Background: an optimization exercise with open tools, aiming at small area. Do not read the settings as production practice.
RTL that was checked went through simulation tests only; none was proved equivalent to the original.
The RTL of runs 2 and 6 was laid out without a check of its function.
No driver is modelled on the clock port, so clocking that relies on it looks cheaper here than on a real chip.
Power and IR drop assume default switching activity.

==> flow/design.v <==
module myCPU (
    input  wire        CLK,
    input  wire        RESET,
    input  wire [7:0]  DI,
    output wire [15:0] AB,
    output reg  [7:0]  DO,
    output wire        RW
);
localparam F1 = 2'd0, F2 = 2'd1, MR = 2'd2, MW = 2'd3;
reg [1:0]  ph;
reg        ptr;           
reg [15:0] pc;
reg [7:0]  ra, rb, rc, rd, pl, ph_, sl, sh, ir, r11, jl, jh, re, rf;
wire [2:0] op   = DI[2:0];
wire [3:0] sel  = DI[7:4];
wire [2:0] iop  = ir[2:0];
wire [3:0] ir_r = ir[7:4];
wire       f1   = (ph == F1);
wire       f2   = (ph == F2);
assign AB = ptr ? {ph_, pl} : pc;
assign RW = (ph == MW) | (f1 & (iop == 3'd2));
reg [7:0] rv;
always @* begin
    case (sel)
        4'd0:  rv = pc[7:0];
        4'd1:  rv = pc[15:8];
        4'd2:  rv = ra;
        4'd3:  rv = rb;
        4'd4:  rv = rc;
        4'd5:  rv = rd;
        4'd6:  rv = pl;
        4'd7:  rv = ph_;
        4'd8:  rv = sl;
        4'd9:  rv = sh;
        4'd10: rv = ir;
        4'd11: rv = r11;
        4'd12: rv = jl;
        4'd13: rv = jh;
        4'd14: rv = re;
        default: rv = rf;
    endcase
end
always @(posedge CLK) begin
    if (f2)             DO <= rv;
    else if (ph == MR)  DO <= DI;
end
wire [8:0] sum = {1'b0, ra} + {1'b0, DO};
reg  [7:0] res;
always @* begin
    case (iop)
        3'd3:    res = ra & DO;
        3'd4:    res = sum[7:0];
        3'd5:    res = ~DO;
        3'd7:    res = ra;
        default: res = DO;       
    endcase
end
wire zop  = (iop == 3'd3) | (iop == 3'd4) | (iop == 3'd5);
wire genw = f1 & ((iop == 3'd0) | (iop == 3'd1) | (iop == 3'd5) | (iop == 3'd7));
wire wa   = f1 & ((iop == 3'd3) | (iop == 3'd4) | (iop == 3'd7)) | genw & (ir_r == 4'd2);
wire z    = (res == 8'h00);
wire jmp  = (iop == 3'd6) & (sl[ir[6:4]] == ir[7]) | ptr & (iop == 3'd0);
wire        f2n = f2 & ~RESET;
wire [7:0]  wd  = res & {8{~RESET}};
wire [15:0] wen = {16{genw}} & (16'd1 << ir_r);
always @(posedge CLK) begin
    if (RESET | wen[3])  rb  <= wd;
    if (RESET | wen[4])  rc  <= wd;
    if (RESET | wen[5])  rd  <= wd;
    if (RESET | wen[6])  pl  <= wd;
    if (RESET | wen[7])  ph_ <= wd;
    if (RESET | wen[9])  sh  <= wd;
    if (RESET | wen[11]) r11 <= wd;
    if (RESET | wen[12]) jl  <= wd;
    if (RESET | wen[13]) jh  <= wd;
    if (RESET | wen[14]) re  <= wd;
    if (RESET | wen[15]) rf  <= wd;
    if (RESET | wa)
        ra <= ((iop == 3'd7) ? DO : res) & {8{~RESET}};
    if (RESET | f2 | wen[10])
        ir <= f2n ? DI : wd;
    if (RESET | wen[8])
        sl[7:2] <= wd[7:2];
    if (RESET | wen[8] | (f1 & (iop == 3'd4)))
        sl[1] <= ((iop == 3'd4) ? sum[8] : res[1]) & ~RESET;
    if (RESET | wen[8] | (f1 & zop))
        sl[0] <= (zop ? z : res[0]) & ~RESET;
    if (f1 | (f2 & (op == 3'd0)))
        pc <= (f1 & jmp) ? {jh, jl} : pc + 16'd1;
end
always @(posedge CLK) begin
    if (RESET) begin
        ph  <= F1;
        ptr <= 1'b1;
    end else begin
        case (ph)
        F1: begin ph <= F2; ptr <= 1'b0; end
        F2: begin
            case (op)
                3'd0: ph <= MR;
                3'd1: begin ph <= MR; ptr <= 1'b1; end
                3'd2: begin ph <= MW; ptr <= 1'b1; end
                default: ph <= F1;
            endcase
        end
        default: ph <= F1;
        endcase
    end
end
endmodule
==> flow/flow/run.sh <==
#!/bin/bash
# Own layout flow: the standard synthesis, then the combinational logic
# re-mapped for area (registers untouched), then the standard layout
# with small port buffers and a clock tree without dummy loads.
set -euo pipefail
W=$(pwd)
F=$W/flow
R=$W/orfs/results/$FLOW_PLATFORM/myCPU/base
LIB=$FLOW_HOME/platforms/$FLOW_PLATFORM/lib/sky130_fd_sc_hd__tt_025C_1v80.lib
YOSYS=$(command -v yosys || echo /OpenROAD-flow-scripts/tools/install/yosys/bin/yosys)

bash standard.sh synth > $W/synth_std.log 2>&1
cp $R/1_2_yosys.v $W/1_2_yosys.std.v

python3 $F/gen_cells.py $LIB $W/comb_cells.v > $W/gen_cells.log 2>&1
# Try several ABC scripts (four of them deepsyn with different seeds, run in
# parallel) and keep the smallest result.
SCRIPTS=(
  "+strash;&get,-n;&dch,-f;&nf,-R,1000;&put;topo"
  "+strash;&get,-n;&dc2;&dch,-f;&nf,-R,1000,-E,100;&put;strash;&get,-n;&dc2;&dch,-f;&nf,-R,1000,-E,100;&put;topo"
  "+strash;&get,-n;&deepsyn,-T,60,-S,1;&dch,-f;&nf,-R,1000;&put;topo"
  "+strash;&get,-n;&deepsyn,-T,60,-S,2;&dch,-f;&nf,-R,1000;&put;topo"
  "+strash;&get,-n;&deepsyn,-T,60,-S,3;&dch,-f;&nf,-R,1000;&put;topo"
  "+strash;&get,-n;&deepsyn,-T,60,-S,4;&dch,-f;&nf,-R,1000;&put;topo"
)
resynth_one() {
  local i=$1 S=$2
  LIB=$LIB CELLS=$W/comb_cells.v IN=$W/1_2_yosys.std.v TOP=$FLOW_TOP ABC_SCRIPT="$S" \
    STAT=$W/resynth_$i.stat OUT=$W/resynth_$i.v \
    $YOSYS -c $F/resynth.tcl > $W/resynth_$i.log 2>&1 &&
  LIB=$LIB OUT=$W/resynth_$i.v TOP=$FLOW_TOP $YOSYS -c $F/check.tcl > $W/resynth_check_$i.log 2>&1 &&
  touch $W/resynth_$i.ok
}
for i in "${!SCRIPTS[@]}"; do
  resynth_one $i "${SCRIPTS[$i]}" &
  if (( i % 4 == 3 )); then wait; fi
done
wait
best=""; best_area=""
for i in "${!SCRIPTS[@]}"; do
  [[ -f $W/resynth_$i.ok ]] || { echo "script $i: failed" >> $W/resynth_choice.log; continue; }
  a=$(sed -n 's/.*Chip area for module .* \([0-9.]*\)$/\1/p' $W/resynth_$i.stat)
  echo "script $i: area $a" >> $W/resynth_choice.log
  if [[ -z "$best_area" ]] || python3 -c "import sys; sys.exit(0 if $a < $best_area else 1)"; then
    best=$i; best_area=$a
  fi
done
echo "chosen: $best ($best_area)" >> $W/resynth_choice.log
if [[ -n "$best" ]]; then
  cp $W/resynth_$best.v $W/1_2_yosys.resynth.v
else
  cp $W/1_2_yosys.std.v $W/1_2_yosys.resynth.v
fi
cp $W/1_2_yosys.resynth.v $R/1_2_yosys.v
rm -f $R/1_synth.odb $R/1_synth.sdc

export BUFFER_PORTS_ARGS="-buffer_cell sky130_fd_sc_hd__buf_1"
export CTS_ARGS="-sink_clustering_enable -repair_clock_nets -dont_use_dummy_load -buf_list {sky130_fd_sc_hd__clkbuf_2 sky130_fd_sc_hd__clkbuf_4 sky130_fd_sc_hd__clkbuf_8}"
export POST_CTS_TCL=$F/downsize_clk.tcl
bash standard.sh > $W/layout.log 2>&1
==> flow/flow/check.tcl <==
# Re-read the re-mapped netlist on its own and check it is fully mapped.
yosys read_liberty -lib $::env(LIB)
yosys read_verilog $::env(OUT)
yosys hierarchy -top $::env(TOP)
yosys check -assert -mapped
==> flow/flow/downsize_clk.tcl <==
set clk_limit 0.110
set sizes {sky130_fd_sc_hd__clkbuf_4 sky130_fd_sc_hd__clkbuf_8 sky130_fd_sc_hd__clkbuf_16}
proc clk_slew_ok {limit} {
  foreach p [get_pins -hierarchical */CLK] {
    if {[get_property $p slew_max] > $limit} { return 0 }
  }
  return 1
}
estimate_parasitics -placement
puts "clock slew limit $clk_limit, ok at start: [clk_slew_ok $clk_limit]"
foreach inst [get_cells -hierarchical clkbuf_*] {
  set name [get_full_name $inst]
  if {[string match "clkbuf_0_*" $name]} { continue }
  set cur [get_property [get_lib_cells -of_objects $inst] name]
  set idx [lsearch $sizes $cur]
  while {$idx > 0} {
    set smaller [lindex $sizes [expr {$idx - 1}]]
    replace_cell $inst $smaller
    estimate_parasitics -placement
    if {[clk_slew_ok $clk_limit]} {
      puts "downsized $name $cur -> $smaller"
      set cur $smaller
      incr idx -1
    } else {
      replace_cell $inst $cur
      estimate_parasitics -placement
      break
    }
  }
}
detailed_placement
check_placement
estimate_parasitics -placement
==> flow/flow/gen_cells.py <==
#!/usr/bin/env python3
"""Write Verilog models (assign statements) of the liberty's combinational
cells, so Yosys can flatten a mapped netlist back into plain logic."""
import re, sys
lib, out = sys.argv[1], sys.argv[2]
t = open(lib).read()

def block(s, i):
    d = 1
    while d:
        c = s[i]
        if c == '{': d += 1
        elif c == '}': d -= 1
        i += 1
    return i

def conv(f):
    f = f.replace('!', '~').replace('+', '|').replace('*', '&')
    f = re.sub(r'\)\s*\(', ')&(', f)
    f = re.sub(r'(\w|\))\s+(?=[\w(~])', r'\1&', f)
    return f

res = []
for m in re.finditer(r'\n\s*cell\s*\(\s*"?(\w+)"?\s*\)\s*\{', t):
    name = m.group(1)
    body = t[m.end():block(t, m.end())]
    if re.search(r'\b(ff|latch|statetable)\s*\(', body):
        continue
    pins = []
    for pm in re.finditer(r'\n\s*pin\s*\(\s*"?(\w+)"?\s*\)\s*\{', body):
        pb = body[pm.end():block(body, pm.end())]
        dm = re.search(r'direction\s*:\s*"?(\w+)"?', pb)
        fm = re.search(r'function\s*:\s*"([^"]*)"', pb)
        pins.append((pm.group(1), dm.group(1) if dm else None, fm.group(1) if fm else None))
    outs = [p for p in pins if p[1] == 'output']
    if not outs or any(p[2] is None for p in outs):
        continue
    ins = [p for p in pins if p[1] == 'input']
    s = 'module %s(%s);\n' % (name, ', '.join(p[0] for p in ins + outs))
    for p in ins:
        s += '  input %s;\n' % p[0]
    for p in outs:
        s += '  output %s;\n  assign %s = %s;\n' % (p[0], p[0], conv(p[2]))
    res.append(s + 'endmodule\n')
open(out, 'w').write(''.join(res))
==> flow/flow/resynth.tcl <==
# Re-map the combinational logic of the standard synthesis with a stronger
# area-oriented ABC script. Registers (and their names and cell types) are
# kept: flip-flop cells stay black boxes; every combinational cell is
# flattened back into plain logic and mapped again.
set lib $::env(LIB)
yosys read_liberty -lib $lib
yosys read_verilog -overwrite $::env(CELLS)
yosys read_verilog $::env(IN)
yosys hierarchy -top $::env(TOP)
yosys flatten
yosys delete t:\$scopeinfo
yosys techmap
yosys opt -fast
yosys rename -hide w:*.*
yosys abc -liberty $lib -dont_use sky130_fd_sc_hd__probe_p_8 -dont_use sky130_fd_sc_hd__probec_p_8 -dont_use sky130_fd_sc_hd__lpflow_* -script $::env(ABC_SCRIPT)
yosys opt_clean -purge
yosys hilomap -singleton -hicell sky130_fd_sc_hd__conb_1 HI -locell sky130_fd_sc_hd__conb_1 LO
yosys insbuf -buf sky130_fd_sc_hd__buf_1 A X
yosys tee -o $::env(STAT) stat -liberty $lib
yosys write_verilog -noattr -nohex -nodec $::env(OUT)
==> flow/standard.sh <==
#!/bin/bash
# synth_recipe.tcl (not shown) runs the flow's synth.tcl, then flattens the netlist and writes it again
# the make line also repeats each setting of config.mk as NAME=value (left out here)
make -C /OpenROAD-flow-scripts/flow DESIGN_CONFIG=/design/flow/config.mk WORK_HOME=/design/flow/orfs CLKGATE_MAP_FILE= SYNTH_SCRIPT=/design/flow/synth_recipe.tcl "${@:-finish}"
==> flow/config.mk <==
export PLATFORM = sky130hd
export DESIGN_NAME = myCPU
export DESIGN_NICKNAME = myCPU
export VERILOG_FILES = /design/flow/design.v
export SDC_FILE = /design/flow/constraint.sdc
export NUM_CORES = 4
export LEC_CHECK = 0
export ABC_AREA = 1
export CAP_MARGIN = 20
export CORE_MARGIN = 2
export CORE_UTILIZATION = 60
export GPL_TIMING_DRIVEN = 0
export SLEW_MARGIN = 20
==> flow/constraint.sdc <==
create_clock -name core_clock -period 5.5 [get_ports {CLK}]
set_input_delay 1.1000 -clock core_clock [delete_from_list [all_inputs] [get_ports {CLK}]]
set_output_delay 1.1000 -clock core_clock [all_outputs]
set_load 0.01 [all_outputs]
==> results of run 1 <==
[layer usage]
layer | global-route usage (%) | up-vias | wire length (um)
met4 | 13.45 | 0 | 691
met1 | 49.83 | 2387 | 7346
met2 | 52.68 | 379 | 8688
met5 | 0 | - | 0
met3 | 11.61 | 57 | 2680
li1 | - | 2145 | -
[power groups by stage]
stage	clock network, W	logic [W]	registers [W]
final	0.000491	0.000562	0.00163
after global routing	0.000526	0.000613	0.00165
after detailed placement	0	0.000546	0.00164
after global placement	0	0.000521	0.00164
after floorplan	0	0.000365	0.00155
[through the flow]
step                      util [%]  instances  setup slack [ns]
after global placement       64.65        670            0.4210
after floorplan                  -        500             1.580
after detailed placement     65.45        677             1.165
after global routing         67.18        694            0.8245
final                        67.18        694             1.055
[area by class of cell]
cell class	instances	area share, %
timing repair buffer	41	2.519
clock buffer	17	2.211
inverter	6	0.3262
multi-input combinational	355	32.46
tap	136	2.465
sequential	139	60.02
[worst max-delay path by stage]
| stage | to | slack (ns) | cells past startpoint |
|---|---|---|---|
| after floorplan | ir[7] | 1.58 | 16 |
| after global placement | ptr | 0.42 | 3 |
| after detailed placement | ir[7] | 1.16 | 16 |
| after global routing | ir[7] | 0.82 | 16 |
| final | ir[7] | 1.06 | 16 |
[critical path, stage by stage, from the launching register on]
cell and delay [ns]:
edfxtp_1 0.48, a21oi_1 0.19, nor2_1 0.08, a21o_1 0.21
maj3_1 0.40, maj3_1 0.38, and2_0 0.18, nor2_1 0.09
nor2_1 0.08, maj3_1 0.40, maj3_1 0.39, a21oi_1 0.21
o21a_1 0.17, o32a_1 0.14, nand2_1 0.08, nor2_2 0.61
a22o_1 0.22
==> run notes, run 1 <==
status: timing/DRC/antenna clean
R2R Setup Slk: 1.06 ns
Core Area: 10,280 um2
Vias/cell: 7.159
CTS tree: yes
port buffer count: 34
Sw Share: 32.78%
cells after synthesis: 500
final hold viol count: 0
max reg flops: 16
min Tclk post-route: 4.445 ns
Antenna Cells: 0
Clock transition at path regs: 0.09 ns
Mapped Avg Cell Area: 12.69 um2
wire per inst: 27.96 um
share of cells above drive strength 1: 6.810%
Die X: 106.8 um
Final Cycle Share: 80.81%
hold depth: 2
Critical Path Source: DO[0]
number of routed nets with antenna violations: 0
Post-route DRC: 0
RR Startpoint: DO[0]
commonest non-fill, non-tap cell in the layout: edfxtp_1
Min-Delay Endpoint: pc[3]
row cnt: 37
Max-Slew Margin vs Limit: 22.67%
final net count: 570
Area Overhead vs Synth: 8.793%
warnings from Yosys: 1
Reg area: 4144 um2
total grt overflow: 0
CP Class: flop to flop
drt first pass iters: 6
power per cell area: 388.6 nW/um2
# Max-Cap Violations: 0
Int Pwr: 0.001803 W
Clock Power Share: 18.3%
combinational cell fraction of total power: 21.0%
Starting Density: 61.75%
largest register by flop count: pc
syn_nets: 510
Worst Reg-to-Reg Cells: 16
Area after DPL: 6726 um2
Crit Path Max Fanout: 14
RSZ-0062 raised after global routing: false
initial antenna violation count: 0
routability cong.: 1.038
Reg power frac: 60.7%
crit start category: flop
switching pwr: 0.0008795 W
Hold Startpoint: jl[3]
largest net degree at the start of global routing: 31
insertion delay to the later sink of the worst-skew pair: 0.42 ns
total wire length: 19.41 mm
commonest non-fill, non-tap cells in the layout: 136 x edfxtp_1, 71 x nand2_1, 47 x nor2_1
Ports: 35
Leakage Power: 2.341 nW
total power draw: 0.002683 W
die area: 11,420 um2
gr usage total: 35.69%
crit end category: flop
worst r2r dst: ir[7]
peak supply drop: 0.2256 mV
Clock Skew: 0.03217 ns
clock sink count: 139
Fmax: 225.0 MHz
Synth Cell Area: 6346 um2
Min Hold Slack: 0.5652 ns
post-detail-place hpwl: 13.66 mm
Vias: 4,968
Die Span Y: 106.8 um
final setup fails: 0
design area: 6904 um2
Slew @ Worst Pin: 1.156 ns
initial DRC count: 889
area of the multi-input gates: 2241 um2
Hold/Removal Path Class: flop to flop
CP required: 5.77 ns
vias in the first global route: 4,552
WP data arrival: 4.72 ns
Setup Total Neg Slack: 0 ns
number of fill cells: 779
first-pass GRT wire length: 28.72 mm
Final Slew Violations: 0
==> run 2: changes to the inputs <==
--- a/flow/design.v
+++ b/flow/design.v
@@ -42,6 +42,5 @@
 end
 always @(posedge CLK) begin
-    if (f2)             DO <= rv;
-    else if (ph == MR)  DO <= DI;
+    if (f2) DO <= rv;
 end
 wire [8:0] sum = {1'b0, ra} + {1'b0, DO};
@@ -53,5 +52,5 @@
         3'd5:    res = ~DO;
         3'd7:    res = ra;
-        default: res = DO;       
+        default: res = DI;       
     endcase
 end
==> run notes, run 2 <==
vias in the first global route: 4,586 (was 4,552)
worst path bufs/invs: 1 (was 0)
largest net degree at the start of global routing: 21 (was 31)
Hold Startpoint: ph[1] (was jl[3])
Slowest-stage cell, CP: edfxtp_1 (was nor2_2)
commonest non-fill, non-tap cell in the layout: edfxtp_1 (unchanged)
Worst Reg-to-Reg Cells: 18 (was 16)
Crit Path Max Fanout: 13 (was 14)
cell family with most CP delay: compound AO/OA/AOI/OAI gates (was adder cells)
status: timing/DRC/antenna clean (unchanged)
power per cell area: 390.2 nW/um2 (was 388.6 nW/um2)
Vias: 5,039 (was 4,968)
commonest non-fill, non-tap cells in the layout: 136 x edfxtp_1, 55 x nand2_1, 34 x buf_1 (was 136 x edfxtp_1, 71 x nand2_1, 47 x nor2_1)
syn_nets: 502 (was 510)
worst r2r dst: ra[6] (was ir[7])
Die Span Y: 106.6 um (was 106.8 um)
share of cells above drive strength 1: 8.408% (was 6.810%)
WP data arrival: 4.10 ns (was 4.72 ns)
worst slack, placed: 1.420 ns (was 1.165 ns)
CTS tree: yes (unchanged)
CP required: 5.65 ns (was 5.77 ns)
row cnt: 37 (unchanged)
Min Hold Slack: 0.5714 ns (was 0.5652 ns)
RSZ-0062 raised after global routing: false (unchanged)
# Max-Cap Violations: 0 (unchanged)
Core Area: 10,280 um2 (unchanged)
gr usage total: 36.18% (was 35.69%)
crit start category: flop (unchanged)
most used cell, CP: nand2_1 (was maj3_1)
largest register by flop count: pc (unchanged)
final net count: 571 (was 570)
post-route insts no fill: 695 (was 694)
Final Cycle Share: 71.85% (was 80.81%)
routability cong.: 0.9981 (was 1.038)
post-detail-place hpwl: 14.15 mm (was 13.66 mm)
initial DRC count: 945 (was 889)
Antenna Cells: 0 (unchanged)
clock sink count: 139 (unchanged)
Min-Delay Endpoint: ptr (was pc[3])
Clock transition at path regs: 0.09 ns (about the same)
Setup Total Neg Slack: 0 ns (unchanged)
final setup fails: 0 (unchanged)
Ports: 35 (unchanged)
die area: 11,360 um2 (was 11,420 um2)
R2R Setup Slk: 1.55 ns (was 1.06 ns)
final hold viol count: 0 (unchanged)
total grt overflow: 0 (unchanged)
initial antenna violation count: 0 (unchanged)
Synth Cell Area: 6315 um2 (was 6346 um2)
number of routed nets with antenna violations: 0 (unchanged)
hold depth: 1 (was 2)
first-pass GRT wire length: 28.96 mm (was 28.72 mm)
RR Startpoint: ra[1] (was DO[0])
insertion delay to the later sink of the worst-skew pair: 0.42 ns (about the same)
Fmax: 253.0 MHz (was 225.0 MHz)
min Tclk post-route: 3.952 ns (was 4.445 ns)
Vias/cell: 7.250 (was 7.159)
Slew @ Worst Pin: 1.082 ns (was 1.156 ns)
Clock Skew: 0.02942 ns (was 0.03217 ns)
max incr delay on CP: 0.51 ns (was 0.61 ns)
Starting Density: 61.44% (was 61.75%)
cells after synthesis: 492 (was 500)
CP Class: flop to flop (unchanged)
peak supply drop: 0.2024 mV (was 0.2256 mV)
CP cell instances: a21o_1 -> nand2_1 -> nand2_1 -> or2_0 -> nand2_1 -> nand3b_1 -> a21oi_1 -> nand2_1 -> nand2_1 -> nand3b_1 -> a21oi_1 -> nand2_1 -> a21oi_1 -> nor2_1 -> o31ai_1 -> nand2b_1 -> clkinv_1 -> a22o_1 (was a21oi_1 -> nor2_1 -> a21o_1 -> maj3_1 -> maj3_1 -> and2_0 -> nor2_1 -> nor2_1 -> maj3_1 -> maj3_1 -> a21oi_1 -> o21a_1 -> o32a_1 -> nand2_1 -> nor2_2 -> a22o_1)
post-route worst setup slack: 1.548 ns (was 1.055 ns)
wire per inst: 28.54 um (was 27.96 um)
Final Slew Violations: 0 (unchanged)
Post-route DRC: 0 (unchanged)
Hold/Removal Path Class: flop to flop (unchanged)
Max-Slew Margin vs Limit: 27.32% (was 22.67%)
crit end category: flop (unchanged)
number of fill cells: 805 (was 779)
Area Overhead vs Synth: 10.12% (was 8.793%)
max reg flops: 16 (unchanged)
drt first pass iters: 10 (was 6)
Placed Instances: 677 (unchanged)
Mapped Avg Cell Area: 12.83 um2 (was 12.69 um2)
Die X: 106.6 um (was 106.8 um)
total wire length: 19.84 mm (was 19.41 mm)
warnings from Yosys: 1 (unchanged)
Leakage Power: 2.363 nW (was 2.341 nW)
port buffer count: 34 (unchanged)
[run 2: report_power, final]
part | total (W) | internal [W] | switching (W)
registers | 0.00165 | 0.00143 | 0.000217
clock network | 0.000476 | 0.000175 | 0.000302
logic | 0.000589 | 0.000211 | 0.000378
total | 0.00271 | 0.00182 | 0.000896
[run 2: worst max path at each step]
| stage | from | to | slack, ns | cells after the start |
|---|---|---|---|---|
| finish | ra[1] | ra[6] | 1.55 | 18 |
| global route | DO[0] | ra[6] | 1.14 | 19 |
| detailed placement | DO[0] | ra[7] | 1.42 | 20 |
| global placement | DI[2] | pc[6] | 0.44 | 2 |
| floorplan | DI[2] | pc[0] | 2.06 | 1 |
[run 2: area by class of cell]
| type | count | area [um2] | share of cell area, % |
|---|---|---|---|
| inverters | 12 | 45.04 | 0.6477 |
| repair buffers | 50 | 245.2 | 3.526 |
| multi-input cells | 341 | 2197 | 31.59 |
| well taps | 136 | 170.2 | 2.447 |
| clock buffers | 17 | 152.6 | 2.195 |
| flip-flops and latches | 139 | 4144 | 59.59 |
[run 2: per-stage QoR]
step / total power, W / utilization, % / area [um2]
2_1_floorplan: 0.001926 / - / 6315
3_3_place_gp: 0.002172 / 64.34 / 6613
3_5_place_dp: 0.002223 / 66.06 / 6789
5_1_grt: 0.002812 / 67.66 / 6954
6_report: 0.002714 / 67.66 / 6954
[run 2: metal layers]
layer / track usage, % / wire [um] / up-vias
met3: 8.936 / 2979 / 50
met1: 53.44 / 7360 / 2395
li1: - / - / 2146
met5: 4.286 / 55 / -
met2: 51.91 / 8757 / 446
met4: 13.91 / 685 / 2
==> run 3: changes to the inputs <==
--- a/flow/design.v
+++ b/flow/design.v
@@ -42,5 +42,6 @@
 end
 always @(posedge CLK) begin
-    if (f2) DO <= rv;
+    if (f2)             DO <= rv;
+    else if (ph == MR)  DO <= DI;
 end
 wire [8:0] sum = {1'b0, ra} + {1'b0, DO};
@@ -52,5 +53,5 @@
         3'd5:    res = ~DO;
         3'd7:    res = ra;
-        default: res = DI;       
+        default: res = DO;       
     endcase
 end
--- a/flow/flow/run.sh
+++ b/flow/flow/run.sh
@@ -17,10 +17,10 @@
 # parallel) and keep the smallest result.
 SCRIPTS=(
-  "+strash;&get,-n;&dch,-f;&nf,-R,1000;&put;topo"
-  "+strash;&get,-n;&dc2;&dch,-f;&nf,-R,1000,-E,100;&put;strash;&get,-n;&dc2;&dch,-f;&nf,-R,1000,-E,100;&put;topo"
-  "+strash;&get,-n;&deepsyn,-T,60,-S,1;&dch,-f;&nf,-R,1000;&put;topo"
-  "+strash;&get,-n;&deepsyn,-T,60,-S,2;&dch,-f;&nf,-R,1000;&put;topo"
-  "+strash;&get,-n;&deepsyn,-T,60,-S,3;&dch,-f;&nf,-R,1000;&put;topo"
-  "+strash;&get,-n;&deepsyn,-T,60,-S,4;&dch,-f;&nf,-R,1000;&put;topo"
+  "+strash;&get,-n;&dch,-f;&nf,-R,1000;&put;mfs3,-a;topo"
+  "+strash;&get,-n;&dc2;&dch,-f;&nf,-R,1000,-E,100;&put;strash;&get,-n;&dc2;&dch,-f;&nf,-R,1000,-E,100;&put;mfs3,-a;topo"
+  "+strash;&get,-n;&deepsyn,-T,60,-S,1;&dch,-f;&nf,-R,1000;&put;mfs3,-a;topo"
+  "+strash;&get,-n;&deepsyn,-T,60,-S,2;&dch,-f;&nf,-R,1000;&put;mfs3,-a;topo"
+  "+strash;&get,-n;&deepsyn,-T,60,-S,3;&dch,-f;&nf,-R,1000;&put;mfs3,-a;topo"
+  "+strash;&get,-n;&deepsyn,-T,60,-S,4;&dch,-f;&nf,-R,1000;&put;mfs3,-a;topo"
 )
 resynth_one() {
==> run notes, run 3 <==
post-route worst setup slack: 1.118 ns (was 1.548 ns)
Final Slew Violations: 0 (unchanged)
Placed Instances: 673 (was 677)
warnings from Yosys: 1 (unchanged)
initial DRC count: 882 (was 945)
Core Area: 10,280 um2 (unchanged)
post-route insts no fill: 691 (was 695)
design area: 6923 um2 (was 6954 um2)
# Max-Cap Violations: 0 (unchanged)
max incr delay on CP: 0.64 ns (was 0.51 ns)
CP cell instances: and3_1 -> nor2_1 -> nor2_1 -> maj3_1 -> maj3_1 -> and2_0 -> nor2_1 -> nor2_1 -> maj3_1 -> maj3_1 -> a21oi_1 -> o21a_1 -> o32a_1 -> nand2_1 -> nor2_2 -> a22o_1 (was a21o_1 -> nand2_1 -> nand2_1 -> or2_0 -> nand2_1 -> nand3b_1 -> a21oi_1 -> nand2_1 -> nand2_1 -> nand3b_1 -> a21oi_1 -> nand2_1 -> a21oi_1 -> nor2_1 -> o31ai_1 -> nand2b_1 -> clkinv_1 -> a22o_1)
Leakage Power: 2.326 nW (was 2.363 nW)
Ports: 35 (unchanged)
Reg power frac: 60.5% (was 60.8%)
Area after DPL: 6735 um2 (was 6789 um2)
largest register by flop count: pc (unchanged)
initial antenna violation count: 0 (unchanged)
gr usage total: 35.92% (was 36.18%)
area of the multi-input gates: 2228 um2 (was 2197 um2)
status: timing/DRC/antenna clean (unchanged)
drt first pass iters: 7 (was 10)
total grt overflow: 0 (unchanged)
Vias/cell: 7.259 (was 7.250)
Synth Cell Area: 6336 um2 (was 6315 um2)
min Tclk post-route: 4.382 ns (was 3.952 ns)
Clock transition at path regs: 0.10 ns (was 0.09 ns)
power per cell area: 389.3 nW/um2 (was 390.2 nW/um2)
Die X: 106.8 um (was 106.6 um)
Setup Total Neg Slack: 0 ns (unchanged)
post-detail-place hpwl: 13.59 mm (was 14.15 mm)
Int Pwr: 0.001817 W (about the same)
number of routed nets with antenna violations: 0 (unchanged)
vias in the first global route: 4,676 (was 4,586)
Area Overhead vs Synth: 9.261% (was 10.12%)
final core utilization: 67.36% (was 67.66%)
insertion delay to the later sink of the worst-skew pair: 0.42 ns (about the same)
WP data arrival: 4.65 ns (was 4.10 ns)
first-pass GRT wire length: 28.79 mm (was 28.96 mm)
Hold/Removal Path Class: flop to flop (unchanged)
Crit Path Max Fanout: 14 (was 13)
share of cells above drive strength 1: 7.387% (was 8.408%)
Vias: 5,016 (was 5,039)
Slew @ Worst Pin: 1.147 ns (was 1.082 ns)
CP required: 5.77 ns (was 5.65 ns)
Slowest-stage cell, CP: nor2_2 (was edfxtp_1)
worst slack, placed: 0.9009 ns (was 1.420 ns)
syn_nets: 506 (was 502)
Post-route DRC: 0 (unchanged)
routability cong.: 1.014 (was 0.9981)
crit start category: flop (unchanged)
Clock Skew: 0.02981 ns (was 0.02942 ns)
peak supply drop: 0.2114 mV (was 0.2024 mV)
port buffer count: 34 (unchanged)
Fmax: 228.2 MHz (was 253.0 MHz)
final setup fails: 0 (unchanged)
largest net degree at the start of global routing: 31 (was 21)
wire per inst: 28.43 um (was 28.54 um)
Reg area: 4144 um2 (unchanged)
Antenna Cells: 0 (unchanged)
number of fill cells: 774 (was 805)
row cnt: 37 (unchanged)
combinational cell fraction of total power: 20.8% (was 21.7%)
CTS tree: yes (unchanged)
Sw Share: 32.57% (was 33.03%)
Final Cycle Share: 79.68% (was 71.85%)
commonest non-fill, non-tap cell in the layout: edfxtp_1 (unchanged)
Mapped Avg Cell Area: 12.77 um2 (was 12.83 um2)
Starting Density: 61.65% (was 61.44%)
max reg flops: 16 (unchanged)
RSZ-0062 raised after global routing: false (unchanged)
clock sink count: 139 (unchanged)
final hold viol count: 0 (unchanged)
Max-Slew Margin vs Limit: 23.37% (was 27.32%)
crit end category: flop (unchanged)
total wire length: 19.65 mm (was 19.84 mm)
cells after synthesis: 496 (was 492)
CP Class: flop to flop (unchanged)
Clock Power Share: 18.7% (was 17.5%)
switching pwr: 0.0008779 W (was 0.0008964 W)
die area: 11,400 um2 (was 11,360 um2)
Die Span Y: 106.8 um (was 106.6 um)
final net count: 567 (was 571)
commonest non-fill, non-tap cells in the layout: 136 x edfxtp_1, 65 x nand2_1, 44 x nor2_1 (was 136 x edfxtp_1, 55 x nand2_1, 34 x buf_1)
-- run 3: cell types whose count changed in the layout (fill, tap and decap cells not counted), sizes merged, moves of 4 or more --
cell,previous run,this run
nor2,36,49
nand2,55,65
o21bai,0,9
buf,50,42
a22o,19,12
o22ai,7,0
nand3,16,10
a221oi,4,9
o32a,1,6
and4,5,1
clkinv,12,8
maj3,0,4
-- run 3: layout make-up --
type / instances / area share (%)
Sequential cell: 139 / 59.86
Inverter: 8 / 0.4338
Timing Repair Buffer: 42 / 2.675
Multi-Input combinational cell: 349 / 32.19
Clock buffer: 17 / 2.386
Tap cell: 136 / 2.458
-- run 3: worst max-delay path: cells and delay by family, from the launching register on --
family                   cells  cell delay (ns)
AO/OA/AOI/OAI                4             0.73
AND/OR/NAND/NOR              8             1.45
adder cells (fa/ha/maj)      4             1.55
flip-flops                   1             0.50
-- run 3: worst paths after layout --
| path | startpoint | end | slack [ns] | cells past startpoint |
|---|---|---|---|---|
| setup / recovery | ra[0] | ir[7] | 1.12 | 16 |
| hold / removal | jl[1] | pc[1] | 0.57 | 2 |
| setup reg to reg | ra[0] | ir[7] | 1.12 | 16 |
| hold reg to reg | jl[1] | pc[1] | 0.57 | 2 |
-- run 3: layer usage --
layer  global-route usage, %  routed length, um  vias to the layer above
met1                   49.43               7108                     2406
li1                        -                  -                     2129
met3                   10.58               2769                       75
met2                   54.60               8957                      406
met4                   13.73                809                        0
met5                       0                  0                        -
-- run 3: through the flow --
step | power (W) | hold slack (ns)
final | 0.002695 | 0.5670
after global routing | 0.002796 | 0.5936
after detailed placement | 0.002187 | 0.5483
after global placement | 0.002153 | 0.5465
after floorplan | 0.001913 | 0.5174
-- run 3: power groups by stage --
stage                     Sequential, W  Clock, W  Combinational [W]
after global routing            0.00165  0.000541           0.000609
after floorplan                 0.00155         0           0.000361
final                           0.00163  0.000503           0.000562
after detailed placement        0.00164         0           0.000543
after global placement          0.00164         0           0.000514
==> run 4: changes to the inputs <==
--- a/flow/design.v
+++ b/flow/design.v
@@ -7,7 +7,6 @@
     output wire        RW
 );
-localparam F1 = 2'd0, F2 = 2'd1, MR = 2'd2, MW = 2'd3;
+localparam F1 = 2'd0, F2 = 2'd1, M = 2'd2, F1R = 2'd3;
 reg [1:0]  ph;
-reg        ptr;           
 reg [15:0] pc;
 reg [7:0]  ra, rb, rc, rd, pl, ph_, sl, sh, ir, r11, jl, jh, re, rf;
@@ -18,6 +17,9 @@
 wire       f1   = (ph == F1);
 wire       f2   = (ph == F2);
+wire       mem  = (ph == M);
+wire       ldst = (iop == 3'd1) | (iop == 3'd2);
+wire       ptr  = (mem | f1) & ldst | (ph == F1R);
 assign AB = ptr ? {ph_, pl} : pc;
-assign RW = (ph == MW) | (f1 & (iop == 3'd2));
+assign RW = (mem | f1) & (iop == 3'd2);
 reg [7:0] rv;
 always @* begin
@@ -42,6 +44,6 @@
 end
 always @(posedge CLK) begin
-    if (f2)             DO <= rv;
-    else if (ph == MR)  DO <= DI;
+    if (f2)                        DO <= rv;
+    else if (mem & (iop != 3'd2))  DO <= DI;
 end
 wire [8:0] sum = {1'b0, ra} + {1'b0, DO};
@@ -60,5 +62,5 @@
 wire wa   = f1 & ((iop == 3'd3) | (iop == 3'd4) | (iop == 3'd7)) | genw & (ir_r == 4'd2);
 wire z    = (res == 8'h00);
-wire jmp  = (iop == 3'd6) & (sl[ir[6:4]] == ir[7]) | ptr & (iop == 3'd0);
+wire jmp  = f1 & (iop == 3'd6) & (sl[ir[6:4]] == ir[7]) | (ph == F1R);
 wire        f2n = f2 & ~RESET;
 wire [7:0]  wd  = res & {8{~RESET}};
@@ -86,25 +88,15 @@
     if (RESET | wen[8] | (f1 & zop))
         sl[0] <= (zop ? z : res[0]) & ~RESET;
-    if (f1 | (f2 & (op == 3'd0)))
-        pc <= (f1 & jmp) ? {jh, jl} : pc + 16'd1;
+    if (f1 | (ph == F1R) | (f2 & (op == 3'd0)))
+        pc <= jmp ? {jh, jl} : pc + 16'd1;
 end
 always @(posedge CLK) begin
-    if (RESET) begin
-        ph  <= F1;
-        ptr <= 1'b1;
-    end else begin
-        case (ph)
-        F1: begin ph <= F2; ptr <= 1'b0; end
-        F2: begin
-            case (op)
-                3'd0: ph <= MR;
-                3'd1: begin ph <= MR; ptr <= 1'b1; end
-                3'd2: begin ph <= MW; ptr <= 1'b1; end
-                default: ph <= F1;
-            endcase
-        end
-        default: ph <= F1;
-        endcase
-    end
+    if (RESET)
+        ph <= F1R;
+    else case (ph)
+        F2:      ph <= ((op == 3'd0) | (op == 3'd1) | (op == 3'd2)) ? M : F1;
+        M:       ph <= F1;
+        default: ph <= F2;
+    endcase
 end
 endmodule
--- a/flow/config.mk
+++ b/flow/config.mk
@@ -11,3 +11,4 @@
 export CORE_UTILIZATION = 60
 export GPL_TIMING_DRIVEN = 0
+export PLACE_DENSITY = 0.85
 export SLEW_MARGIN = 20
==> run notes, run 4 <==
Post-route DRC: 0 (unchanged)
initial DRC count: 911 (was 882)
clock sink count: 138 (was 139)
Setup Total Neg Slack: 0 ns (unchanged)
Worst Reg-to-Reg Cells: 17 (was 16)
Antenna Cells: 0 (unchanged)
Hold Startpoint: rf[0] (was jl[1])
gr usage total: 34.47% (was 35.92%)
design area: 6847 um2 (was 6923 um2)
RSZ-0062 raised after global routing: false (unchanged)
CP Class: flop to flop (unchanged)
Vias/cell: 7.346 (was 7.259)
final net count: 552 (was 567)
CP cell instances: or2_0 -> nand2_1 -> a21o_1 -> and3_1 -> nor2_1 -> nor2_1 -> maj3_1 -> maj3_1 -> maj3_1 -> or2_0 -> nand2_1 -> nand2_1 -> or2_0 -> a21o_1 -> a311o_1 -> nor2_1 -> a22o_1 (was and3_1 -> nor2_1 -> nor2_1 -> maj3_1 -> maj3_1 -> and2_0 -> nor2_1 -> nor2_1 -> maj3_1 -> maj3_1 -> a21oi_1 -> o21a_1 -> o32a_1 -> nand2_1 -> nor2_2 -> a22o_1)
post-route worst setup slack: 0.7673 ns (was 1.118 ns)
Core Area: 10,280 um2 (unchanged)
total wire length: 18.50 mm (was 19.65 mm)
peak supply drop: 0.2311 mV (was 0.2114 mV)
insertion delay to the later sink of the worst-skew pair: 0.44 ns (was 0.42 ns)
commonest non-fill, non-tap cell in the layout: edfxtp_1 (unchanged)
syn_nets: 491 (was 506)
post-detail-place hpwl: 13.12 mm (was 13.59 mm)
Synth Cell Area: 6295 um2 (was 6336 um2)
CTS tree: yes (unchanged)
Ports: 35 (unchanged)
Slew @ Worst Pin: 1.169 ns (was 1.147 ns)
warnings from Yosys: 1 (unchanged)
final hold viol count: 0 (unchanged)
max reg flops: 16 (unchanged)
Die Span Y: 106.4 um (was 106.8 um)
total grt overflow: 0 (unchanged)
drt first pass iters: 7 (unchanged)
worst slack, placed: 0.7873 ns (was 0.9009 ns)
Final Slew Violations: 0 (unchanged)
crit end category: flop (unchanged)
routability cong.: 0.9616 (was 1.014)
CP required: 5.79 ns (was 5.77 ns)
first-pass GRT wire length: 27.69 mm (was 28.79 mm)
Die X: 106.4 um (was 106.8 um)
largest net degree at the start of global routing: 24 (was 31)
Slowest-stage cell, CP: nor2_1 (was nor2_2)
wire per inst: 27.37 um (was 28.43 um)
largest register by flop count: pc (unchanged)
share of cells above drive strength 1: 6.667% (was 7.387%)
max incr delay on CP: 0.66 ns (was 0.64 ns)
Vias: 4,966 (was 5,016)
power per cell area: 355.2 nW/um2 (was 389.3 nW/um2)
hold depth: 1 (was 2)
Max-Slew Margin vs Limit: 21.77% (was 23.37%)
Hold/Removal Path Class: flop to flop (unchanged)
port buffer count: 34 (unchanged)
Fmax: 211.3 MHz (was 228.2 MHz)
WP data arrival: 5.03 ns (was 4.65 ns)
cells after synthesis: 481 (was 496)
min Tclk post-route: 4.733 ns (was 4.382 ns)
Critical Path Source: DO[1] (was ra[0])
Area Overhead vs Synth: 8.766% (was 9.261%)
die area: 11,330 um2 (was 11,400 um2)
row cnt: 37 (unchanged)
Clock transition at path regs: 0.10 ns (about the same)
commonest non-fill, non-tap cells in the layout: 136 x edfxtp_1, 49 x nor2_1, 44 x nand2_1 (was 136 x edfxtp_1, 65 x nand2_1, 44 x nor2_1)
Final Cycle Share: 86.05% (was 79.68%)
final setup fails: 0 (unchanged)
RR Startpoint: DO[1] (was ra[0])
status: timing/DRC/antenna clean (unchanged)
Area after DPL: 6695 um2 (was 6735 um2)
Mapped Avg Cell Area: 13.09 um2 (was 12.77 um2)
worst r2r dst: ra[7] (was ir[7])
Min-Delay Endpoint: DO[0] (was pc[1])
# Max-Cap Violations: 0 (unchanged)
Starting Density: 61.25% (was 61.65%)
number of routed nets with antenna violations: 0 (unchanged)
R2R Setup Slk: 0.77 ns (was 1.12 ns)
vias in the first global route: 4,609 (was 4,676)
Leakage Power: 2.302 nW (was 2.326 nW)
initial antenna violation count: 1 (was 0)
crit start category: flop (unchanged)
Clock Skew: 0.03458 ns (was 0.02981 ns)
Crit Path Max Fanout: 14 (unchanged)
-- run 4: area by class of cell --
cell class | count | area, um2
clock buffer | 17 | 140.1
fill | 773 | 3431
inverter | 10 | 37.54
multi-input combinational | 333 | 2193
sequential | 138 | 4124
tap | 136 | 170.2
timing repair buffer | 42 | 181.4
-- run 4: per-stage QoR --
stage | cells | utilization (%) | hold WS (ns) | total power (W)
2_1_floorplan | 481 | - | 0.5328 | 0.001767
3_3_place_gp | 651 | 64.15 | 0.5541 | 0.001946
5_1_grt | 676 | 66.62 | 0.6205 | 0.002530
3_5_place_dp | 659 | 65.14 | 0.5816 | 0.001975
6_report | 676 | 66.62 | 0.6049 | 0.002432
-- run 4: critical path: cells and delay by family, from the launching register on --
family	cells	cell delay (ns)
simple gates	10	1.90
fa+ha+maj	3	1.25
compound gates	4	0.98
flops	1	0.47
-- run 4: where the power goes --
group / leakage [nW] / switching (W) / internal, W
Combinational: 0.823 / 0.000315 / 0.000165
Clock: 0.0834 / 0.000301 / 0.000159
Sequential: 1.39 / 0.000130 / 0.00136
-- run 4: how the worst max path moves through the flow --
stage                  to  slack (ns)  cells after the start
global route        ra[7]        0.40                     17
finish              ra[7]        0.77                     17
global placement    ra[7]        0.88                     17
floorplan           ra[7]        1.40                     17
detailed placement  ra[7]        0.79                     17
-- run 4: routing by layer --
metal  up-vias  global-route usage, %  part of all wire (%)
met4         2                  14.84                   4.4
met2       408                  50.50                    45
met3        79                  11.04                    13
met5         -                      0                 0.070
met1      2383                  47.86                    38
li1       2094                      -                     -
==> run 5: changes to the inputs <==
--- a/flow/config.mk
+++ b/flow/config.mk
@@ -7,8 +7,8 @@
 export LEC_CHECK = 0
 export ABC_AREA = 1
-export CAP_MARGIN = 20
+export CAP_MARGIN = 10
 export CORE_MARGIN = 2
 export CORE_UTILIZATION = 60
 export GPL_TIMING_DRIVEN = 0
 export PLACE_DENSITY = 0.85
-export SLEW_MARGIN = 20
+export SLEW_MARGIN = 10
==> run notes, run 5 <==
final core utilization: 66.69% (was 66.62%)
Hold/Removal Path Class: flop to flop (unchanged)
largest net degree at the start of global routing: 25 (was 24)
gr usage total: 33.74% (was 34.47%)
Fmax: 208.0 MHz (was 211.3 MHz)
area of the multi-input gates: 2183 um2 (was 2193 um2)
min Tclk post-route: 4.807 ns (was 4.733 ns)
total wire length: 18.46 mm (was 18.50 mm)
# Max-Cap Violations: 0 (unchanged)
Clock transition at path regs: 0.10 ns (about the same)
Min-Delay Endpoint: pc[4] (was DO[0])
Vias: 4,870 (was 4,966)
first-pass GRT wire length: 27.18 mm (was 27.69 mm)
RR Startpoint: DO[1] (unchanged)
vias in the first global route: 4,496 (was 4,609)
Post-route DRC: 0 (unchanged)
warnings from Yosys: 1 (unchanged)
status: timing/DRC/antenna clean (unchanged)
Starting Density: 61.25% (unchanged)
commonest non-fill, non-tap cell in the layout: edfxtp_1 (unchanged)
max incr delay on CP: 0.72 ns (was 0.66 ns)
Die Span Y: 106.4 um (unchanged)
number of fill cells: 786 (was 773)
Die X: 106.4 um (unchanged)
peak supply drop: 0.2139 mV (was 0.2311 mV)
Mapped Avg Cell Area: 13.09 um2 (unchanged)
Slew @ Worst Pin: 1.301 ns (was 1.169 ns)
CTS tree: yes (unchanged)
RSZ-0062 raised after global routing: false (unchanged)
power per cell area: 356.8 nW/um2 (was 355.2 nW/um2)
CP cell instances: or2_0 -> nand2_1 -> a21o_1 -> and3_1 -> nor2_1 -> nor2_1 -> maj3_1 -> maj3_1 -> maj3_1 -> or2_0 -> nand2_1 -> nand2_1 -> or2_0 -> a21o_1 -> a311o_1 -> nor2_1 -> a22o_1 (unchanged)
worst path bufs/invs: 0 (unchanged)
post-detail-place hpwl: 12.91 mm (was 13.12 mm)
wire per inst: 27.27 um (was 27.37 um)
Hold Startpoint: jl[4] (was rf[0])
Core Area: 10,280 um2 (unchanged)
routability cong.: 0.9616 (unchanged)
Reg area: 4124 um2 (unchanged)
largest register by flop count: pc (unchanged)
final net count: 552 (unchanged)
Worst Reg-to-Reg Cells: 17 (unchanged)
Final Slew Violations: 0 (unchanged)
final setup fails: 0 (unchanged)
port buffer count: 34 (unchanged)
commonest non-fill, non-tap cells in the layout: 136 x edfxtp_1, 49 x nor2_1, 44 x nand2_1 (unchanged)
initial antenna violation count: 1 (unchanged)
Setup Total Neg Slack: 0 ns (unchanged)
hold depth: 1 (unchanged)
share of cells above drive strength 1: 6.296% (was 6.667%)
WP data arrival: 5.12 ns (was 5.03 ns)
R2R Setup Slk: 0.69 ns (was 0.77 ns)
syn_nets: 491 (unchanged)
post-route insts no fill: 677 (was 676)
Final Cycle Share: 87.40% (was 86.05%)
die area: 11,330 um2 (unchanged)
CP Class: flop to flop (unchanged)
Vias/cell: 7.194 (was 7.346)
Leakage Power: 2.306 nW (was 2.302 nW)
total grt overflow: 0 (unchanged)
Synth Cell Area: 6295 um2 (unchanged)
insertion delay to the later sink of the worst-skew pair: 0.44 ns (about the same)
row cnt: 37 (unchanged)
drt first pass iters: 6 (was 7)
Ports: 35 (unchanged)
Area Overhead vs Synth: 8.885% (was 8.766%)
cell family with most CP delay: simple AND/OR/NAND/NOR gates (unchanged)
Crit Path Max Fanout: 14 (unchanged)
cells after synthesis: 481 (unchanged)
worst r2r dst: ra[7] (unchanged)
crit end category: flop (unchanged)
clock sink count: 138 (unchanged)
Max-Slew Margin vs Limit: 12.57% (was 21.77%)
crit start category: flop (unchanged)
CP required: 5.81 ns (was 5.79 ns)
number of routed nets with antenna violations: 0 (unchanged)
initial DRC count: 801 (was 911)
Clock Skew: 0.02664 ns (was 0.03458 ns)
max reg flops: 16 (unchanged)
final hold viol count: 0 (unchanged)
Placed Instances: 658 (was 659)
Slowest-stage cell, CP: nor2_1 (unchanged)
## run 5: cell types whose count changed in the layout (fill, tap and decap cells not counted), sizes merged
| cell | previous run | this run |
|---|---|---|
| diode | 0 | 1 |
## run 5: area by class of cell
class                           count  area share [%]
Clock buffer                       17           2.136
Antenna cell                        1         0.03651
Tap cell                          136           2.483
Sequential cell                   138           60.17
Timing Repair Buffer               42           2.775
Inverter                           10          0.5476
Multi-Input combinational cell    333           31.85
## run 5: metrics by stage
step | setup slack (ns) | instance area, um2 | total power (W) | hold slack, ns
final | 0.6932 | 6854 | 0.002446 | 0.5944
after global routing | 0.4101 | 6852 | 0.002533 | 0.6188
after detailed placement | 0.8073 | 6689 | 0.001974 | 0.5633
after global placement | 0.8800 | 6593 | 0.001946 | 0.5541
after floorplan | 1.397 | 6295 | 0.001767 | 0.5328
## run 5: routing by layer
layer  track usage [%]  up-vias  wire length, um
li1                  -     2087                -
met1             46.02     2323             6891
met4             16.88        0              849
met3             12.20       66             2516
met2             48.08      394             8205
met5                 0        -                0
## run 5: where the power goes
group	total [W]	switching (W)	internal [W]
sequential	0.00149	0.000130	0.00136
clock	0.000473	0.000307	0.000166
combinational	0.000479	0.000313	0.000166
## run 5: worst register-to-register path, delay by kind of cell, from the launching register on
kind                     cells  cell delay, ns
AND/OR/NAND/NOR             10            2.00
flip-flops                   1            0.46
adder cells (fa/ha/maj)      3            1.23
AO/OA/AOI/OAI                4            1.01
## run 5: worst max path at each step
| stage | from | endpoint | slack, ns | cells after the start |
|---|---|---|---|---|
| 6_report | DO[1] | ra[7] | 0.69 | 17 |
| 3_3_place_gp | DO[1] | ra[7] | 0.88 | 17 |
| 2_1_floorplan | DO[1] | ra[7] | 1.40 | 17 |
| 3_5_place_dp | DO[1] | ra[7] | 0.81 | 17 |
| 5_1_grt | DO[1] | ra[7] | 0.41 | 17 |
==> run 6: changes to the inputs <==
--- a/flow/design.v
+++ b/flow/design.v
@@ -7,5 +7,5 @@
     output wire        RW
 );
-localparam F1 = 2'd0, F2 = 2'd1, M = 2'd2, F1R = 2'd3;
+localparam F1 = 2'd0, F2 = 2'd1, M = 2'd3, F1R = 2'd2;
 reg [1:0]  ph;
 reg [15:0] pc;
--- a/flow/config.mk
+++ b/flow/config.mk
@@ -7,8 +7,7 @@
 export LEC_CHECK = 0
 export ABC_AREA = 1
-export CAP_MARGIN = 10
+export CAP_MARGIN = 20
 export CORE_MARGIN = 2
 export CORE_UTILIZATION = 60
 export GPL_TIMING_DRIVEN = 0
-export PLACE_DENSITY = 0.85
-export SLEW_MARGIN = 10
+export SLEW_MARGIN = 20
==> run notes, run 6 <==
Vias: 4,941 (was 4,870)
met3 WL post-DR: 2.593 mm (was 2.516 mm)
post-route worst setup slack: 0.7326 ns (was 0.6932 ns)
commonest non-fill, non-tap cell in the layout: edfxtp_1 (unchanged)
Hold/Removal Path Class: flop to flop (unchanged)
total power draw: 0.002413 W (was 0.002446 W)
crit end category: flop (unchanged)
Area Overhead vs Synth: 9.181% (was 8.885%)
initial DRC count: 1,001 (was 801)
largest register by flop count: pc (unchanged)
first-pass GRT wire length: 28.26 mm (was 27.18 mm)
Ports: 35 (unchanged)
DR WL met2: 8.683 mm (was 8.205 mm)
R2R Setup Slk: 0.73 ns (was 0.69 ns)
share of cells above drive strength 1: 6.922% (was 6.296%)
syn_nets: 503 (was 491)
max incr delay on CP: 0.77 ns (was 0.72 ns)
Synth Cell Area: 6324 um2 (was 6295 um2)
Final Cycle Share: 86.68% (was 87.40%)
wire per inst: 28.27 um (was 27.27 um)
Reg area: 4124 um2 (unchanged)
Mapped Avg Cell Area: 12.83 um2 (was 13.09 um2)
status: timing/DRC/antenna clean (unchanged)
final setup fails: 0 (unchanged)
vias in the first global route: 4,594 (was 4,496)
Area after DPL: 6719 um2 (was 6689 um2)
Die X: 106.7 um (was 106.4 um)
initial antenna violation count: 0 (was 1)
post-detail-place hpwl: 13.59 mm (was 12.91 mm)
gr usage total: 35.03% (was 33.74%)
commonest non-fill, non-tap cells in the layout: 136 x edfxtp_1, 53 x nand2_1, 49 x nor2_1 (was 136 x edfxtp_1, 49 x nor2_1, 44 x nand2_1)
worst slack, placed: 0.8967 ns (was 0.8073 ns)
Sw Share: 30.65% (was 30.70%)
most used cell, CP: nand2_1
Clock transition at path regs: 0.09 ns (was 0.10 ns)
number of routed nets with antenna violations: 0 (unchanged)
total wire length: 19.37 mm (was 18.46 mm)
Placed Instances: 668 (was 658)
switching pwr: 0.0007395 W (was 0.0007508 W)
crit start category: flop (unchanged)
Slew @ Worst Pin: 1.171 ns (was 1.301 ns)
Vias/cell: 7.213 (was 7.194)
CP required: 5.76 ns (was 5.81 ns)
CP Class: flop to flop (unchanged)
Starting Density: 61.53% (was 61.25%)
routability cong.: 0.9688 (was 0.9616)
drt first pass iters: 9 (was 6)
final hold viol count: 0 (unchanged)
Crit Path Max Fanout: 13 (was 14)
number of fill cells: 827 (was 786)
worst path bufs/invs: 0 (unchanged)
insertion delay to the later sink of the worst-skew pair: 0.44 ns (about the same)
peak supply drop: 0.2253 mV (was 0.2139 mV)
Setup Total Neg Slack: 0 ns (unchanged)
port buffer count: 34 (unchanged)
CTS tree: yes (unchanged)
post-route insts no fill: 685 (was 677)
area of the multi-input gates: 2250 um2 (was 2183 um2)
CP cell instances: and3_1 -> nor2_1 -> nor2_1 -> or2_0 -> nand2_1 -> nand2_1 -> or2_0 -> nand2_1 -> nand2_1 -> or2_0 -> nand2_1 -> nand2_1 -> or2_0 -> nand2_1 -> nand2_1 -> or2_0 -> nand2_1 -> nand2_1 -> or2_0 -> a21oi_1 -> nand3b_1 -> o221ai_1 -> nor2_1 -> a22o_1 (was or2_0 -> nand2_1 -> a21o_1 -> and3_1 -> nor2_1 -> nor2_1 -> maj3_1 -> maj3_1 -> maj3_1 -> or2_0 -> nand2_1 -> nand2_1 -> or2_0 -> a21o_1 -> a311o_1 -> nor2_1 -> a22o_1)
# Max-Cap Violations: 0 (unchanged)
warnings from Yosys: 1 (unchanged)
row cnt: 37 (unchanged)
routed metal-1 wirelength: 7.273 mm (was 6.891 mm)
Max-Slew Margin vs Limit: 21.75% (was 12.57%)
Post-route DRC: 0 (unchanged)
RSZ-0062 raised after global routing: false (unchanged)
Final Slew Violations: 0 (unchanged)
Int Pwr: 0.001673 W (was 0.001695 W)
min Tclk post-route: 4.767 ns (was 4.807 ns)
Die Span Y: 106.7 um (was 106.4 um)
Core Area: 10,280 um2 (unchanged)
total grt overflow: 0 (unchanged)
clock sink count: 138 (unchanged)
max reg flops: 16 (unchanged)
Reg power frac: 60.7% (was 61.1%)
WP data arrival: 5.03 ns (was 5.12 ns)
Clock Power Share: 20.1% (was 19.4%)
combinational cell fraction of total power: 19.2% (was 19.6%)
Antenna Cells: 0 (was 1)
Leakage Power: 2.323 nW (was 2.306 nW)
Fmax: 209.8 MHz (was 208.0 MHz)
largest net degree at the start of global routing: 30 (was 25)
cells after synthesis: 493 (was 481)
Clock Skew: 0.04200 ns (was 0.02664 ns)
power per cell area: 349.5 nW/um2 (was 356.8 nW/um2)
cell family with most CP delay: simple AND/OR/NAND/NOR gates (unchanged)
Top Metal Used: met4 (unchanged)
Slowest-stage cell, CP: nor2_1 (unchanged)
design area: 6904 um2 (was 6854 um2)
final net count: 561 (was 552)
die area: 11,380 um2 (was 11,330 um2)
==> run 6: per-layer routing <==
metal	track usage, %	vias to the layer above
met5	0	-
met4	15.96	0
met3	9.726	67
li1	-	2104
met1	49.90	2393
met2	50.55	377
==> run 6: cell type report <==
| type | count | area share [%] |
|---|---|---|
| tap | 136 | 2.465 |
| clock buffer | 17 | 2.211 |
| sequential | 138 | 59.73 |
| timing repair buffer | 39 | 2.682 |
| inverter | 6 | 0.3262 |
| multi-input combinational | 349 | 32.58 |
==> run 6: final timing paths <==
check,from,end,cells after the start
worst max-delay path,DO[0],ra[7],24
worst min-delay path,rf[7],DO[7],2
worst max register to register,DO[0],ra[7],24
worst min register to register,rf[7],DO[7],2
==> run 6: power groups by stage <==
stage | registers, W | logic [W] | clock network [W]
global route | 0.00148 | 0.000497 | 0.000519
detailed placement | 0.00148 | 0.000448 | 0
finish | 0.00146 | 0.000463 | 0.000486
global placement | 0.00148 | 0.000423 | 0
floorplan | 0.00143 | 0.000289 | 0
==> run 6: per-stage QoR <==
| stage | hold WS, ns | util [%] |
|---|---|---|
| finish | 0.5279 | 67.18 |
| global route | 0.5411 | 67.18 |
| detailed placement | 0.5096 | 65.38 |
| global placement | 0.5029 | 64.43 |
| floorplan | 0.4836 | - |
==> run 6: worst reg2reg max path: cells and delay by family, from the launching register on <==
kind / cells / cell delay (ns)
AOI/OAI and AO/OA: 3 / 0.64
DFF: 1 / 0.50
and+or+nand+nor: 21 / 3.47
==> run 7: changes to the inputs <==
--- a/flow/design.v
+++ b/flow/design.v
@@ -7,5 +7,5 @@
     output wire        RW
 );
-localparam F1 = 2'd0, F2 = 2'd1, M = 2'd3, F1R = 2'd2;
+localparam F1 = 2'd0, F2 = 2'd1, M = 2'd2, F1R = 2'd3;
 reg [1:0]  ph;
 reg [15:0] pc;
--- a/flow/flow/downsize_clk.tcl
+++ b/flow/flow/downsize_clk.tcl
@@ -1,3 +1,3 @@
-set clk_limit 0.110
+set clk_limit 0.120
 set sizes {sky130_fd_sc_hd__clkbuf_4 sky130_fd_sc_hd__clkbuf_8 sky130_fd_sc_hd__clkbuf_16}
 proc clk_slew_ok {limit} {
==> run notes, run 7 <==
status: timing/DRC/antenna clean (unchanged)
total grt overflow: 0 (unchanged)
RR Startpoint: ra[1] (was DO[0])
Max-Slew Margin vs Limit: 21.11% (was 21.75%)
RSZ-0062 raised after global routing: false (unchanged)
Min Hold Slack: 0.5856 ns (was 0.5279 ns)
# Max-Cap Violations: 0 (unchanged)
power per cell area: 358.6 nW/um2 (was 349.5 nW/um2)
cells after synthesis: 481 (was 493)
area of the multi-input gates: 2201 um2 (was 2250 um2)
crit end category: flop (unchanged)
initial antenna violation count: 1 (was 0)
final net count: 552 (was 561)
die area: 11,330 um2 (was 11,380 um2)
vias in the first global route: 4,548 (was 4,594)
Slowest-stage cell, CP: nor2_2 (was nor2_1)
Hold Startpoint: jh[4] (was rf[7])
Critical Path Source: ra[1] (was DO[0])
Clock transition at path regs: 0.11 ns (was 0.09 ns)
commonest non-fill, non-tap cells in the layout: 136 x edfxtp_1, 44 x nor2_1, 44 x nand2_1 (was 136 x edfxtp_1, 53 x nand2_1, 49 x nor2_1)
peak supply drop: 0.2097 mV (was 0.2253 mV)
Clock Skew: 0.02934 ns (was 0.04200 ns)
Min-Delay Endpoint: pc[12] (was DO[7])
warnings from Yosys: 1 (unchanged)
Vias: 4,997 (was 4,941)
Die X: 106.4 um (was 106.7 um)
Area Overhead vs Synth: 8.925% (was 9.181%)
CP Class: flop to flop (unchanged)
CP required: 5.81 ns (was 5.76 ns)
final hold viol count: 0 (unchanged)
crit start category: flop (unchanged)
commonest non-fill, non-tap cell in the layout: edfxtp_1 (unchanged)
max incr delay on CP: 0.60 ns (was 0.77 ns)
hold depth: 1 (was 2)
final core utilization: 66.72% (was 67.18%)
first-pass GRT wire length: 28.68 mm (was 28.26 mm)
share of cells above drive strength 1: 7.407% (was 6.922%)
total wire length: 19.60 mm (was 19.37 mm)
Starting Density: 61.25% (was 61.53%)
insertion delay to the later sink of the worst-skew pair: 0.43 ns (was 0.44 ns)
CP cell instances: or2_0 -> nand2_1 -> a21o_1 -> and3_1 -> nor2_1 -> nor2_1 -> maj3_1 -> maj3_1 -> maj3_1 -> or2_0 -> nand2_1 -> nand2_1 -> or2_0 -> a21o_1 -> a311o_1 -> nor2_2 -> a22o_1 (was and3_1 -> nor2_1 -> nor2_1 -> or2_0 -> nand2_1 -> nand2_1 -> or2_0 -> nand2_1 -> nand2_1 -> or2_0 -> nand2_1 -> nand2_1 -> or2_0 -> nand2_1 -> nand2_1 -> or2_0 -> nand2_1 -> nand2_1 -> or2_0 -> a21oi_1 -> nand3b_1 -> o221ai_1 -> nor2_1 -> a22o_1)
Reg area: 4124 um2 (unchanged)
Leakage Power: 2.301 nW (was 2.323 nW)
CTS tree: yes (unchanged)
min Tclk post-route: 4.689 ns (was 4.767 ns)
Mapped Avg Cell Area: 13.09 um2 (was 12.83 um2)
routability cong.: 0.9571 (was 0.9688)
row cnt: 37 (unchanged)
gr usage total: 36.04% (was 35.03%)
Fmax: 213.3 MHz (was 209.8 MHz)
Post-route DRC: 0 (unchanged)
R2R Setup Slk: 0.81 ns (was 0.73 ns)
Final Slew Violations: 0 (unchanged)
drt first pass iters: 11 (was 9)
Setup Total Neg Slack: 0 ns (unchanged)
Crit Path Max Fanout: 14 (was 13)
Vias/cell: 7.381 (was 7.213)
Ports: 35 (unchanged)
Synth Cell Area: 6295 um2 (was 6324 um2)
post-route worst setup slack: 0.8112 ns (was 0.7326 ns)
Final Cycle Share: 85.25% (was 86.68%)
syn_nets: 491 (was 503)
largest register by flop count: pc (unchanged)
Die Span Y: 106.4 um (was 106.7 um)
number of fill cells: 826 (was 827)
port buffer count: 34 (unchanged)
worst r2r dst: ra[7] (unchanged)
clock sink count: 138 (unchanged)
Hold/Removal Path Class: flop to flop (unchanged)
wire per inst: 28.94 um (was 28.27 um)
post-detail-place hpwl: 13.59 mm (about the same)
WP data arrival: 5.00 ns (was 5.03 ns)
max reg flops: 16 (unchanged)
total power draw: 0.002458 W (was 0.002413 W)
Worst Reg-to-Reg Cells: 17 (was 24)
number of routed nets with antenna violations: 0 (unchanged)
worst slack, placed: 0.9070 ns (was 0.8967 ns)
Slew @ Worst Pin: 1.174 ns (was 1.171 ns)
initial DRC count: 939 (was 1,001)
largest net degree at the start of global routing: 20 (was 30)
Core Area: 10,280 um2 (unchanged)
final setup fails: 0 (unchanged)
==> run 7: area by class of cell <==
cell class	instances	area share, %
multi-input combinational	333	32.10
antenna	1	0.03650
sequential	138	60.15
timing repair buffer	42	2.737
inverter	10	0.5474
clock buffer	17	1.953
tap	136	2.482
==> run 7: how the worst max path moves through the flow <==
stage | cells after the start | slack (ns) | to
2_1_floorplan | 17 | 1.40 | ra[7]
3_3_place_gp | 17 | 0.65 | ra[7]
3_5_place_dp | 17 | 0.91 | ra[7]
5_1_grt | 17 | 0.59 | ra[7]
6_report | 17 | 0.81 | ra[7]
==> run 7: routing by layer <==
layer  vias up  wire (um)  track usage, %
met5         -          0               0
met1      2409       7250           51.61
met3        68       2927           11.10
li1       2089          -               -
met4         0        660           11.97
met2       431       8756           53.21
==> run 7: power breakdown <==
group	switching (W)	internal, W
Clock	0.000310	0.000151
Sequential	0.000143	0.00136
Combinational	0.000325	0.000167
==> run 7: through the flow <==
step	instances	area, um2
6_report	677	6857
5_1_grt	676	6854
3_5_place_dp	658	6703
3_3_place_gp	651	6593
2_1_floorplan	481	6295
==> run 7: critical path: cells and delay by family (launching register included) <==
family                     cells  cell delay, ns
and+or+nand+nor               10            1.91
adders and majority gates      3            1.20
AOI/OAI and AO/OA              4            1.02
DFF                            1            0.44

-- separate check: timing with driven ports --
In the flow no input, the clock included, has a driving cell. The finished layouts below were timed again as built, in two steps.
Step 1: set_driving_cell puts a clkbuf_16 on CLK and a buf_2 on each other input, an assumption about the parent block.
Step 2 adds t to the input delays and takes it off the output delays; t is the mean of the earliest and latest rising clock arrival at the registers after step 1. Input paths then give back, and output paths get back, about the clock's delay inside the block.
Three values: ideal ports, drivers, drivers and shift; two values: the first two.
run | t, ns | setup WS [ns] | cell pins on the clock port's net
run 1 | 0.437 | 1.055 / 1.055 / 1.055 | 1
run 2 | 0.440 | 1.548 / 1.548 / 1.548 | 1
run 3 | 0.444 | 1.118 / 1.118 / 1.118 | 1
run 4 | 0.453 | 0.767 / 0.767 / 0.767 | 1
run 5 | 0.459 | 0.693 / 0.693 / 0.693 | 1
run 6 | 0.448 | 0.733 / 0.733 / 0.733 | 1
run 7 | 0.450 | 0.811 / 0.811 / 0.811 | 1
After both steps every run listed still meets setup and hold.
